This design comes from an exercise in tuning for small area, a short achievable clock period and few clock cycles on the open sky130 flow, not from production work.
Function was not checked in any run shown here: the RTL went through the layout flow alone.

==> flow/design.v, too long to show whole: its modules and the start of the top module <==
// module PE: 2981 lines
module PE (
	input clk,
	input rst,
	input PE_en,
	input [13-1:0] i_config,
	input [32-1:0] ifmap,
	input [32-1:0] filter,
	input [32-1:0] ipsum,
	input ifmap_valid,
	input filter_valid,
	input ipsum_valid,
	input opsum_ready,
	output reg [32-1:0] opsum,
	output reg ifmap_ready,
	output reg filter_ready,
	output reg ipsum_ready,
	output reg opsum_valid
);
  // ...
==> flow/flow/run.sh <==
#!/bin/bash
# Layout flow: the standard synthesis, then a netlist pass (fapol.py) that
# re-polarises full adders to drop the inverters synthesis leaves between them,
# then the standard ORFS layout with repair_timing asked for extra setup margin.
set -euo pipefail
RES=$PWD/orfs/results/sky130hd/PE/base
LIB=$FLOW_HOME/platforms/sky130hd/lib/sky130_fd_sc_hd__tt_025C_1v80.lib
bash standard.sh synth > synth.log 2>&1
cp $RES/1_2_yosys.v $RES/1_2_yosys.orig.v
python3 flow/fapol.py $LIB $RES/1_2_yosys.orig.v $RES/1_2_yosys.v > fapol.log 2>&1
rm -f $RES/1_synth.odb
bash standard.sh SETUP_SLACK_MARGIN=8.4 TNS_END_PERCENT=100 'BUFFER_PORTS_ARGS=-buffer_cell sky130_fd_sc_hd__buf_2' finish > standard.log 2>&1
==> flow/flow/fapol.py <==
#!/usr/bin/env python3
"""Re-polarise full adders (and simple gates) in a mapped sky130hd netlist.

A full adder is self-dual: FA(~a, ~b, ~c) = (~cout, ~sum).  Yosys' extract_fa
leaves inverters between chained fa cells.  This pass chooses, for every fa
cell, whether it computes the true or the complemented function, and for some
simple gates whether to use the cell or its complement (nand2 <-> and2, ...),
so that as few inverters as possible are needed.  It then removes every
inverter and adds back one inverter per signal whose complement is still
read.  Flip-flops, ports and all other cells keep their function and names.

usage: fapol.py LIBERTY IN.v OUT.v [report]
"""
import re, sys, random, math
from collections import defaultdict, Counter

lib, fin, fout = sys.argv[1:4]
rng = random.Random(1)

# ---- liberty: pin directions and areas
txt = open(lib).read()
pindir, AREA = {}, {}
for chunk in re.split(r'\n\s*cell\s*\(', txt)[1:]:
    nm = re.match(r'\s*"?(\w+)"?', chunk).group(1)
    am = re.search(r'area\s*:\s*([\d.]+)', chunk)
    if am:
        AREA[nm] = float(am.group(1))
    d = {}
    for pm in re.finditer(r'\bpin\s*\(\s*"?(\w+)"?\s*\)\s*\{[^{}]*?direction\s*:\s*"?(\w+)"?', chunk, re.S):
        d[pm.group(1)] = pm.group(2)
    pindir[nm] = d
INV = AREA["sky130_fd_sc_hd__inv_1"]

# ---- netlist
src = open(fin).read()
inst_re = re.compile(r'^  (sky130_fd_sc_hd__\w+)\s+(\\\S+ |\S+)\s*\((.*?)\);\n', re.M | re.S)
pin_re = re.compile(r'\.(\w+)\(\s*(\\\S+ |[^()]*?)\s*\)')
insts = []
for m in inst_re.finditer(src):
    pins = [(p, n.strip()) for p, n in pin_re.findall(m.group(3))]
    insts.append(dict(typ=m.group(1), name=m.group(2), pins=pins, span=m.span()))
if re.search(r'^\s*assign\s', src, re.M):
    sys.exit("fapol: netlist has assign statements; not handled")
outports = set()
for m in re.finditer(r'^\s*output\s+(\[(\d+):(\d+)\]\s+)?(\w+);', src, re.M):
    if m.group(1):
        hi, lo = int(m.group(2)), int(m.group(3))
        for b in range(min(hi, lo), max(hi, lo) + 1):
            outports.add(f"{m.group(4)}[{b}]")
    else:
        outports.add(m.group(4))

def is_inv(t): return re.fullmatch(r'sky130_fd_sc_hd__(inv|clkinv)_\d+', t) is not None
def is_fa(t): return re.fullmatch(r'sky130_fd_sc_hd__fa_\d+', t) is not None

driver = {}
for i, ins in enumerate(insts):
    for p, n in ins['pins']:
        if pindir[ins['typ']].get(p) == 'output' and n:
            driver[n] = (i, p)

def root(n):
    par = 0
    for _ in range(1000):
        if n in driver and is_inv(insts[driver[n][0]]['typ']):
            n = dict(insts[driver[n][0]]['pins'])['A']
            par ^= 1
        else:
            return n, par
    sys.exit("fapol: inverter loop")

cons = defaultdict(list)          # root -> [(inst or None, pin/port, parity)]
for i, ins in enumerate(insts):
    if is_inv(ins['typ']):
        continue
    for p, n in ins['pins']:
        if pindir[ins['typ']].get(p) == 'input' and n and not n.startswith("1'"):
            r, par = root(n)
            cons[r].append((i, p, par))
for n in outports:
    r, par = root(n)
    cons[r].append((None, n, par))

fas = [i for i, ins in enumerate(insts) if is_fa(ins['typ'])]
s = {i: 0 for i in fas}
fa_of_root = {}
for i in fas:
    for p, n in insts[i]['pins']:
        if p in ('SUM', 'COUT'):
            fa_of_root[n] = i
fa_inroots = defaultdict(set)
for r, lst in cons.items():
    for ci, p, par in lst:
        if ci is not None and ci in s:
            fa_inroots[ci].add(r)

COMP = {}
for a, b in [("nand2_1", "and2_1"), ("nor2_1", "or2_1"), ("xor2_1", "xnor2_1"),
             ("nand3_1", "and3_1"), ("nor3_1", "or3_1"), ("a21oi_1", "a21o_1"),
             ("o21ai_0", "o21a_1"), ("a22oi_1", "a22o_1"), ("o22ai_1", "o22a_1"),
             ("mux2i_1", "mux2_1"), ("a211oi_1", "a211o_1"), ("o211ai_1", "o211a_1"),
             ("nand4_1", "and4_1"), ("nor4_1", "or4_1"), ("a31oi_1", "a31o_1"),
             ("o31ai_1", "o31a_1")]:
    COMP["sky130_fd_sc_hd__" + a] = "sky130_fd_sc_hd__" + b
    COMP["sky130_fd_sc_hd__" + b] = "sky130_fd_sc_hd__" + a
gates = {}
for i, ins in enumerate(insts):
    if ins['typ'] in COMP:
        outs = [n for p, n in ins['pins'] if pindir[ins['typ']].get(p) == 'output']
        if len(outs) == 1 and outs[0] in cons:
            gates[i] = outs[0]
g_of_root = {n: i for i, n in gates.items()}
gs = {i: 0 for i in gates}

def pol(r):
    if r in fa_of_root: return s[fa_of_root[r]]
    if r in g_of_root: return gs[g_of_root[r]]
    return 0
def need_inv(r):
    pi = pol(r)
    for ci, p, par in cons[r]:
        if par ^ (s[ci] if (ci is not None and ci in s) else 0) != pi:
            return 1
    return 0
def affected(i):
    rs = set(fa_inroots[i])
    for p, n in insts[i]['pins']:
        if p in ('SUM', 'COUT') and n in cons:
            rs.add(n)
    return rs
def gdelta(i):
    t0 = insts[i]['typ']
    return AREA[COMP[t0]] - AREA[t0]

ninv_old = sum(1 for ins in insts if is_inv(ins['typ']))
before = sum(need_inv(r) for r in cons)

# ---- simulated annealing over fa polarities and gate types
moves = [("f", i) for i in fas] + [("g", i) for i in gates]
cur = before * INV
best_cost, best = cur, (dict(s), dict(gs))
T0, T1, N = 4.0, 0.02, 400000
for step in range(N):
    T = T0 * (T1 / T0) ** (step / N)
    kind, i = moves[rng.randrange(len(moves))]
    if kind == "f":
        rs = affected(i)
        c0 = sum(need_inv(r) for r in rs) * INV
        s[i] ^= 1
        d = sum(need_inv(r) for r in rs) * INV - c0
        if d <= 0 or rng.random() < math.exp(-d / T):
            cur += d
        else:
            s[i] ^= 1
    else:
        r = gates[i]
        c0 = need_inv(r) * INV
        gs[i] ^= 1
        d = need_inv(r) * INV + (gdelta(i) if gs[i] else -gdelta(i)) - c0
        if d <= 0 or rng.random() < math.exp(-d / T):
            cur += d
        else:
            gs[i] ^= 1
    if cur < best_cost - 1e-9:
        best_cost, best = cur, (dict(s), dict(gs))
s, gs = best
for i in gates:
    if gs[i]:
        old_t = insts[i]['typ']; new_t = COMP[old_t]
        oo = [p for p, dd in pindir[old_t].items() if dd == 'output']
        no = [p for p, dd in pindir[new_t].items() if dd == 'output']
        assert len(oo) == 1 and len(no) == 1
        insts[i]['pins'] = [((no[0] if p == oo[0] else p), n) for p, n in insts[i]['pins']]
        assert set(p for p, n in insts[i]['pins']) <= set(pindir[new_t]), (old_t, new_t)
        insts[i]['typ'] = new_t
after = sum(need_inv(r) for r in cons)

# ---- rebuild
def fmt(n):
    return n.rstrip() + ' ' if n.startswith('\\') else n
newinv, newwires = {}, []
def phys(r, want):
    if want == pol(r):
        return r
    if r not in newinv:
        k = len(newinv)
        newinv[r] = f"fapol_n{k}"
        newwires.append((f"fapol_inv{k}", r, f"fapol_n{k}"))
    return newinv[r]
newpins = {}
for r, lst in cons.items():
    for ci, p, par in lst:
        req = par ^ (s[ci] if (ci is not None and ci in s) else 0)
        newpins[(ci, p)] = phys(r, req)

out, pos = [], 0
for i, ins in enumerate(insts):
    a, b = ins['span']
    out.append(src[pos:a]); pos = b
    if is_inv(ins['typ']):
        continue
    pins = [(p, newpins.get((i, p), n)) for p, n in ins['pins']]
    body = ",\n".join(f"    .{p}({fmt(n)})" for p, n in pins)
    out.append(f"  {ins['typ']} {ins['name']} (\n{body}\n  );\n")
tail = src[pos:]
extra = []
for n in sorted(outports):
    pn = newpins[(None, n)]
    if pn != n:
        extra.append(f"  sky130_fd_sc_hd__buf_1 fapol_obuf{len(extra)} (\n    .A({fmt(pn)}),\n    .X({n})\n  );\n")
decl = "".join(f"  wire {w};\n" for _, _, w in newwires)
invs = "".join(f"  sky130_fd_sc_hd__inv_1 {nm} (\n    .A({fmt(r)}),\n    .Y({w})\n  );\n" for nm, r, w in newwires)
res = "".join(out)
hdr_end = res.index(');\n') + 3
res = res[:hdr_end] + decl + res[hdr_end:]
tail = tail.replace("endmodule", invs + "".join(extra) + "endmodule", 1)
open(fout, "w").write(res + tail)
print(f"fapol: {len(fas)} fa cells, {sum(s.values())} flipped; {sum(gs.values())} gates swapped; "
      f"inverters {ninv_old} -> {len(newwires)}, port buffers {len(extra)}; area change "
      f"{(len(newwires) - ninv_old) * INV + sum(gdelta(i) * 0 for i in gates):.0f} um2 (inverters only)")
if len(sys.argv) > 4:
    c = Counter()
    for nm, r, w in newwires:
        t = (insts[driver[r][0]]['typ'][18:] + "." + driver[r][1]) if r in driver else "port"
        kinds = Counter(insts[ci]['typ'][18:] if ci is not None else 'port' for ci, p, par in cons[r])
        c[(t, tuple(sorted(kinds)))] += 1
    for k, v in c.most_common(15): print(v, k)
==> flow/standard.sh <==
#!/bin/bash
# synth_recipe.tcl (not shown) runs the flow's synth.tcl, then flattens the netlist and writes it again
# the make line also repeats each setting of config.mk as NAME=value (left out here)
make -C /OpenROAD-flow-scripts/flow DESIGN_CONFIG=/design/flow/config.mk WORK_HOME=/design/flow/orfs CLKGATE_MAP_FILE= SYNTH_SCRIPT=/design/flow/synth_recipe.tcl "${@:-finish}"
==> flow/config.mk <==
export PLATFORM = sky130hd
export DESIGN_NAME = PE
export DESIGN_NICKNAME = PE
export VERILOG_FILES = /design/flow/design.v
export SDC_FILE = /design/flow/constraint.sdc
export NUM_CORES = 8
export LEC_CHECK = 0
export CAP_MARGIN = 20
export CORE_MARGIN = 2
export CORE_UTILIZATION = 40
export CTS_CLUSTER_DIAMETER = 80
export CTS_CLUSTER_SIZE = 30
export SLEW_MARGIN = 20
==> flow/constraint.sdc <==
create_clock -name core_clock -period 12.0 [get_ports {clk}]
set_input_delay 2.4000 -clock core_clock [delete_from_list [all_inputs] [get_ports {clk}]]
set_output_delay 2.4000 -clock core_clock [all_outputs]
set_load 0.01 [all_outputs]
==> impl_metrics.csv, run 1 <==
group,metric,value,unit
sta,hold_violations,0,
route,topRoutingLayerUsed,"met5",
critical_path,reg2regPathDepth,11,
route,wl_met2,71.4,mm
clock_tree,h-tree-depth,2,
critical_path,r2r-end,"opsum[20]$_DFFE_PN_",
cells_and_area,finalInstanceArea,0.0591,mm²
hold_path,min-delay-start,"R2[65]$_DFF_P_",
sta,fin_crit,3.69,ns
cells_and_area,seq_cells,1006,
cells_and_area,finish.utilization,44.4,%
route,met1_length,68.0,mm
yosys,yosysWarnings,1,
cells_and_area,stdcell_count,5592,
global_routing,gr-usage-met2,36.0,%
outcome,status,"timing/DRC/antenna clean",
route,drt-pass1-iter-count,6,
sta,max_freq,271,MHz
floorplan,tapCellCount,1768,
place,post-dp-hpwl,125,mm
global_routing,grt_pass1_vias,32200,
yosys,mappedNetlistArea,0.0535,mm²
cells_and_area,final_cell_mix,"fa_1, edfxtp_1, and3_1",
cells_and_area,multi_input_area_share,46.1,%
cells_and_area,seq_share,43.9,%
cells_and_area,buffers,228,
critical_path,crit_end,"filter_ready$_DFF_PP0_",
sta,fin_ws,8.31,ns
yosys,synth_cells,3654,
critical_path,rr_startpoint,"cb_4_2$_DFFE_PN_",
place,place.gp.congestion,0.999,
floorplan,die_height,370,µm
cells_and_area,fillers,12000,
place,dp.cells,5444,
yosys,synth.avg_cell_area,14.6,µm²
global_routing,gr-usage-met3,5.27,%
critical_path,r2r_setup_slack,8.32,ns
cells_and_area,seq_area,0.0260,mm²
clock_tree,cts_root_buf,"clkbuf_16",
==> inputs of run 2 (changes only) <==
--- a/flow/design.v
+++ b/flow/design.v
@@ -31,67 +31,73 @@
 reg np;                             
 reg sfull, slast;                   
 reg [31:0] sk_o;
 wire o_take = !opsum_valid | opsum_ready;
 wire hasp = np;
 wire c_go = vB & hasp & !sfull;            
 wire adv = !vB | c_go;                     
 wire job_end = opsum_valid & opsum_ready & olast;
-reg [95:0] stg;                   
-reg stg_full;                     
-reg [1:0] stg_k;                  
 reg [95:0] R0, R1, R2, R3;
 reg [2:0] T0, T1, T2, T3;         
+reg [3:0] M;                      
 reg [2:0] kw;      
 reg [1:0] fr;      
 reg fdone;         
 wire e_dw = busy ? cdw : i_config[12];
 wire [1:0] e_rs = busy ? crs : i_config[11:10];
 wire [1:0] e_p = busy ? cp : i_config[8:7];
 wire f_rowlast = (fr == e_rs);
 wire f_last = f_rowlast & (kw[1:0] == e_p);
-wire f_store = f_fire & (!e_dw | (kw == 3'd0));
+wire f_keep = !e_dw | (kw == 3'd0);         
+wire f_store = f_fire & f_keep;
 wire f_done_one = f_store & f_rowlast;
-wire ins_rule = cdw ? !T1[2] : ((stg_k == 2'd0) | (T0[2] & (T0[1:0] == stg_k - 2'd1)));
-wire ins = stg_full & ins_rule;
+wire hold = cdw & T0[2];
+wire [2:0] tagc = {1'b1, kw[1:0]};
 always @(posedge clk) begin
-	if (f_store && fr == 2'd0) stg[31:0] <= filter;
-	if (f_store && fr == 2'd1) stg[63:32] <= filter;
-	if (f_store && fr == 2'd2) stg[95:64] <= filter;
-	R0 <= ins ? stg : R1;
+	R0[31:0] <= (f_store && fr == 2'd0) ? filter : (hold ? R0[31:0] : R1[31:0]);
+	R0[95:32] <= hold ? R0[95:32] : R1[95:32];
 	R1 <= R2;
-	R2 <= R3;
-	R3 <= R0;
-end
-wire stg_full_next = f_done_one | (stg_full & !(ins & !cdw));
-wire [1:0] stg_k_next = f_done_one ? kw[1:0] : stg_k;
-wire [2:0] T0_next = ins ? {1'b1, stg_k} : T1;
-wire ins_next = stg_full_next & (cdw ? !T2[2] :
-	((stg_k_next == 2'd0) | (T0_next[2] & (T0_next[1:0] == stg_k_next - 2'd1))));
+	R2[63:0] <= R3[63:0];
+	R2[95:64] <= (f_store && fr == 2'd2) ? filter : R3[95:64];
+	R3[31:0] <= R0[31:0];
+	R3[63:32] <= (f_store && fr == 2'd1) ? filter : R0[63:32];
+	R3[95:64] <= R0[95:64];
+end
+wire idle_n = (!busy & !PE_en) | job_end;
+wire [3:0] rotM = {M[0], M[3], M[2], M[1]};
+wire [3:0] M_n0 = idle_n ? 4'b0010 : rotM;
+wire [3:0] M_n1 = (f_keep & f_rowlast) ? M : rotM;
+wire [1:0] fr_n1 = f_rowlast ? 2'd0 : fr + 2'd1;
+wire [2:0] kw_n1 = kw + {2'b0, f_rowlast};
+wire pos_n0 = (fr == 2'd0 & M_n0[1]) | (fr == 2'd1 & M_n0[0]) | (fr == 2'd2 & M_n0[3]);
+wire pos_n1 = (fr_n1 == 2'd0 & M_n1[1]) | (fr_n1 == 2'd1 & M_n1[0]) | (fr_n1 == 2'd2 & M_n1[3]);
+wire rdy_n0 = !fdone & ((e_dw & (kw != 3'd0)) | pos_n0);
+wire rdy_n1 = !(fdone | f_last) & ((e_dw & (kw_n1 != 3'd0)) | pos_n1);
 wire fdone_next = fdone | (f_fire & f_last);
+wire [2:0] T0_next = hold ? T0 : T1;       
 always @(posedge clk or posedge rst) begin
 	if (rst) begin
-		kw <= 3'd0; fr <= 2'd0; fdone <= 1'b0; filter_ready <= 1'b0;
-		stg_full <= 1'b0; stg_k <= 2'd0;
+		kw <= 3'd0; fr <= 2'd0; fdone <= 1'b0; filter_ready <= 1'b0; M <= 4'b0010;
 		T0 <= 3'd0; T1 <= 3'd0; T2 <= 3'd0; T3 <= 3'd0;
 	end else if (job_end) begin
-		kw <= 3'd0; fr <= 2'd0; fdone <= 1'b0; filter_ready <= 1'b1;
-		stg_full <= 1'b0; stg_k <= 2'd0;
+		kw <= 3'd0; fr <= 2'd0; fdone <= 1'b0; filter_ready <= 1'b1; M <= 4'b0010;
 		T0 <= 3'd0; T1 <= 3'd0; T2 <= 3'd0; T3 <= 3'd0;
 	end else begin
 		if (f_fire) begin
-			fr <= f_rowlast ? 2'd0 : fr + 2'd1;
-			if (f_rowlast) kw <= kw + 3'd1;
+			fr <= fr_n1;
+			kw <= kw_n1;
 		end
 		fdone <= fdone_next;
-		stg_full <= stg_full_next;
-		stg_k <= stg_k_next;
-		T0 <= T0_next; T1 <= T2; T2 <= T3; T3 <= T0;
-		filter_ready <= !fdone_next & !(stg_full_next & !ins_next & !cdw);
+		M <= f_fire ? M_n1 : M_n0;
+		T0 <= (f_done_one && e_rs == 2'd0) ? tagc : T0_next;
+		T1 <= T2;
+		T2 <= (f_done_one && e_rs == 2'd2) ? tagc : T3;
+		T3 <= (f_done_one && e_rs == 2'd1) ? tagc : T0;
+		filter_ready <= f_fire ? rdy_n1 : rdy_n0;
 	end
 end
 reg [31:0] q0, q1, q2, q3;
 reg [2:0] nq;
 reg [4:0] ci;      
 reg [1:0] ki;      
 reg idone;         
 reg [11:0] xen;    
@@ -144,29 +150,29 @@
 always @(posedge clk or posedge rst) begin
 	if (rst) begin
 		np <= 1'b0; ipsum_ready <= 1'b0;
 	end else begin
 		np <= np_next;
 		ipsum_ready <= !np_next | c_go_next;
 	end
 end
+always @(posedge clk) begin
+	if (PE_en && !busy) begin
+		cdw <= i_config[12]; crs <= i_config[11:10]; cst <= i_config[9];
+		cp <= i_config[8:7]; ccol <= i_config[6:2]; cq <= i_config[1:0];
+	end
+	xen <= xen_n; dwl <= dwl_n; lm <= xen_n & {3{dwl_n}};
+end
 always @(posedge clk or posedge rst) begin
 	if (rst) begin
 		busy <= 1'b0;
-		cdw <= 1'b0; crs <= 2'd0; cst <= 1'b0; cp <= 2'd0; ccol <= 5'd0; cq <= 2'd0;
 		ci <= 5'd0; ki <= 2'd0; idone <= 1'b0;
-		xen <= 12'd0; dwl <= 4'd0; lm <= 12'd0;
 	end else begin
-		if (PE_en && !busy) begin
-			busy <= 1'b1;
-			cdw <= i_config[12]; crs <= i_config[11:10]; cst <= i_config[9];
-			cp <= i_config[8:7]; ccol <= i_config[6:2]; cq <= i_config[1:0];
-		end
-		xen <= xen_n; dwl <= dwl_n; lm <= xen_n & {3{dwl_n}};
+		if (PE_en && !busy) busy <= 1'b1;
 		if (job_end) begin
 			busy <= 1'b0; ci <= 5'd0; ki <= 2'd0; idone <= 1'b0;
 		end else if (issue) begin
 			if (last_in_col) begin
 				ki <= 2'd0;
 				if (last_col) idone <= 1'b1; else ci <= ci + 5'd1;
 			end else begin
 				ki <= ki + 2'd1;
==> run 2 against run 1 <==
  * Sequential cell count fell by 95
  * Register-to-register slack worse by 0.08 ns
  * Sequential share of layout area is 2.1 points lower
  * Synthesized cell count is 0.71% lower
  * Final area down 3.1%
  * Setup slack got worse by 0.066 ns
  * Count of clock-buffer cells in the layout decreased by 1
==> impl_metrics.csv, run 2 <==
group,metric,value,unit
outcome,status,"timing/DRC/antenna clean",
cells_and_area,final_cell_mix,"fa_1, edfxtp_1, and3_1",
job,drv_cap,0,
sta,max_freq,266,MHz
clock_tree,h-tree-depth,2,
place,place.gp.congestion,1.00,
hold_path,min-delay-start,"R3[21]$_DFF_P_",
route,ant_nets,0,
cells_and_area,syn2layout_area_growth,11.5,%
floorplan,die_height,362,µm
critical_path,rr_startpoint,"cb_9_0$_DFFE_PN_",
route,drcViolationCount,0,
critical_path,crit_chain,"fa_1, fa_1, ha_4, or3_1, o211ai_1, nand3_2, a221oi_4, buf_4, o21ai_4, a31oi_1, xnor2_1, mux2_4",
floorplan,fp.coreArea,0.128,mm²
route,wl_per_cell,29.3,µm
place,post-dp-hpwl,126,mm
cells_and_area,fillers,11400,
yosys,synth_cells,3628,
critical_path,slowest_stage,"fa_1",
yosys,mappedNetlistArea,0.0514,mm²
hold_path,whs_path_depth,0,
global_routing,grt_pass1_vias,31500,
sta,skew,0.0455,ns
route,via_count,30800,
sta,worstMarginPinSlew,1.09,ns
cells_and_area,mostFrequentLayoutCell,"fa_1",
critical_path,cpMostUsedCell,"fa_1",
floorplan,ios,152,
sta,fin_setup_tns,0,ns
floorplan,placementRows,131,
route,drt-pass1-iter-count,5,
clock_tree,clock-sinks,911,
place,portBuffers,151,
sta,fin_crit_sh,31.3,%
critical_path,crit_buf_inv,1,
hold_path,min_to,"R2[21]$_DFF_P_",
cells_and_area,drive_above_1_share,15.9,%
global_routing,grt_usage,24.2,%
route,totalWireLength,160,mm
sta,maxSlewViolCount,0,
critical_path,r2r-end,"opsum[25]$_DFFE_PN_",
global_routing,grt_pass1_wl,226,mm
clock_tree,cts_tree,"built",
floorplan,fp.dieArea,0.131,mm²
yosys,syn-num-nets,4551,
critical_path,cpLargestDelayFamily,"adder cells",
yosys,yosysWarnings,1,
global_routing,grt_max_degree,194,
clock_tree,cts_root_buf,"clkbuf_16",
clock_tree,cts_hold_buffers,0,
global_routing,antenna_found_initial,22,
clock_tree,worstSkewPairLatency,0.69,ns
critical_path,crit_path_start_kind,"flop",
route,viasPerCell,5.64,
floorplan,die_x,362,µm
critical_path,endpoint_kind,"flop",
cells_and_area,nets,4681,
sta,setup_viol,0,
hold_path,min_path_type,"reg -> reg",
clock_tree,cts_buffer_depth,3,
critical_path,reg2regPathDepth,12,
critical_path,worstSetupPathType,"reg -> reg",
critical_path,slowest_delay,0.57,ns
critical_path,worst-path-max-fanout,3,
sta,max_slew_margin,27.3,%
sta,fin_crit,3.76,ns
critical_path,arrival,4.19,ns
critical_path,required,12.43,ns
floorplan,initial_core_util,40.3,%
route,drtIter0Drc,3266,
global_routing,grt.overflow.total,0,
critical_path,r2r_setup_slack,8.24,ns
sta,hold_violations,0,
yosys,synth.avg_cell_area,14.2,µm²
sta,rsz0062_at_grt,"true",
clock_tree,clk_pin_slew,0.11,ns
clock_tree,numCtsBuffers,50,
## run 2: worst register-to-register path, stage by stage (launching register included)
cell	delay (ns)
edfxtp_1	0.41
fa_1	0.57
fa_1	0.45
ha_4	0.23
or3_1	0.34
o211ai_1	0.22
nand3_2	0.17
a221oi_4	0.34
buf_4	0.19
o21ai_4	0.05
a31oi_1	0.17
xnor2_1	0.13
mux2_4	0.26
## run 2: layout make-up
cell class	count	area [µm²]	area share [%]
tap	1662	2080	3.63
inverter	93	387	0.675
timing repair buffer	239	1760	3.07
clock inverter	32	548	0.957
clock buffer	62	1370	2.39
sequential	911	24000	41.8
antenna	3	7.51	0.0131
multi-input combinational	2463	27200	47.4
## run 2: worst max path at each step
stage          cells past startpoint  slack [ns]        startpoint             endpoint
3_3_place_gp                       6        7.46      i_config[12]     R0[14]$_DFFE_PP_
4_1_cts                           11        8.18  cb_9_0$_DFFE_PN_  opsum[27]$_DFFE_PN_
5_1_grt                           11        8.14  cb_9_0$_DFFE_PN_  opsum[27]$_DFFE_PN_
3_5_place_dp                       6        7.39      i_config[12]     R0[16]$_DFFE_PP_
6_report                          12        8.24  cb_9_0$_DFFE_PN_  opsum[25]$_DFFE_PN_
2_1_floorplan                      2        7.64      np$_DFF_PP0_     ca_0_0$_DFFE_PN_
## run 2: stage by stage
stage          instance area (µm²)  hold slack (ns)  std cells  setup WS [ns]  util [%]
6_report                     57300            0.313       5465           8.24      44.9
5_1_grt                      57300            0.306       5463           8.14      44.9
4_1_cts                      56500            0.309       5427           8.18      44.3
3_5_place_dp                 53800            0.312       5291           7.39      42.2
3_3_place_gp                 53800            0.310       5291           7.46      42.2
2_1_floorplan                51500            0.310       3628           7.64         -
## run 2: repair_timing
action | 4_1_cts | 5_1_grt
resized for setup | 83 | 111
buffers inserted | 37 | 31
pin swaps | 37 | 50
setup endpoints to repair | 421 | 258
gates cloned | 5 | 4
## run 2: layer usage
metal	wire length, µm	share of wire [%]	track usage (%)	vias to the layer above
met2	69900	44	36.2	1449
met1	68100	43	34.3	16200
met3	17000	11	7.05	290
met5	63	0.039	0	-
met4	5050	3.2	6.86	10
li1	-	-	-	12900

==> separate check: timing with driven ports <==
The flow's constraints put no driver on any port. The routed layouts listed below were extracted and timed again, unchanged, in two steps.
Step 1 assumes that a clkbuf_16 drives the clock port and a buf_2 every other input.
Step 2 also shifts input and output timing later by t, the mid clock arrival at the registers, as if the neighbouring blocks saw the same clock.
Three values: no drivers, after step 1, after step 2; two values: the first two.
run	shift t [ns]	slack for setup (ns)	worst setup path at the end	worst slew at a driven data input, ns
run 1	0.764	8.305 / 8.227 / 7.602	input to register	0.12
run 2	0.736	8.239 / 8.239 / 7.829	input to register	0.17
After both steps setup and hold are still met in every run listed. The setup slack of run 1, which loses most, moves by -0.078 ns with the drivers and by -0.703 ns with both steps.
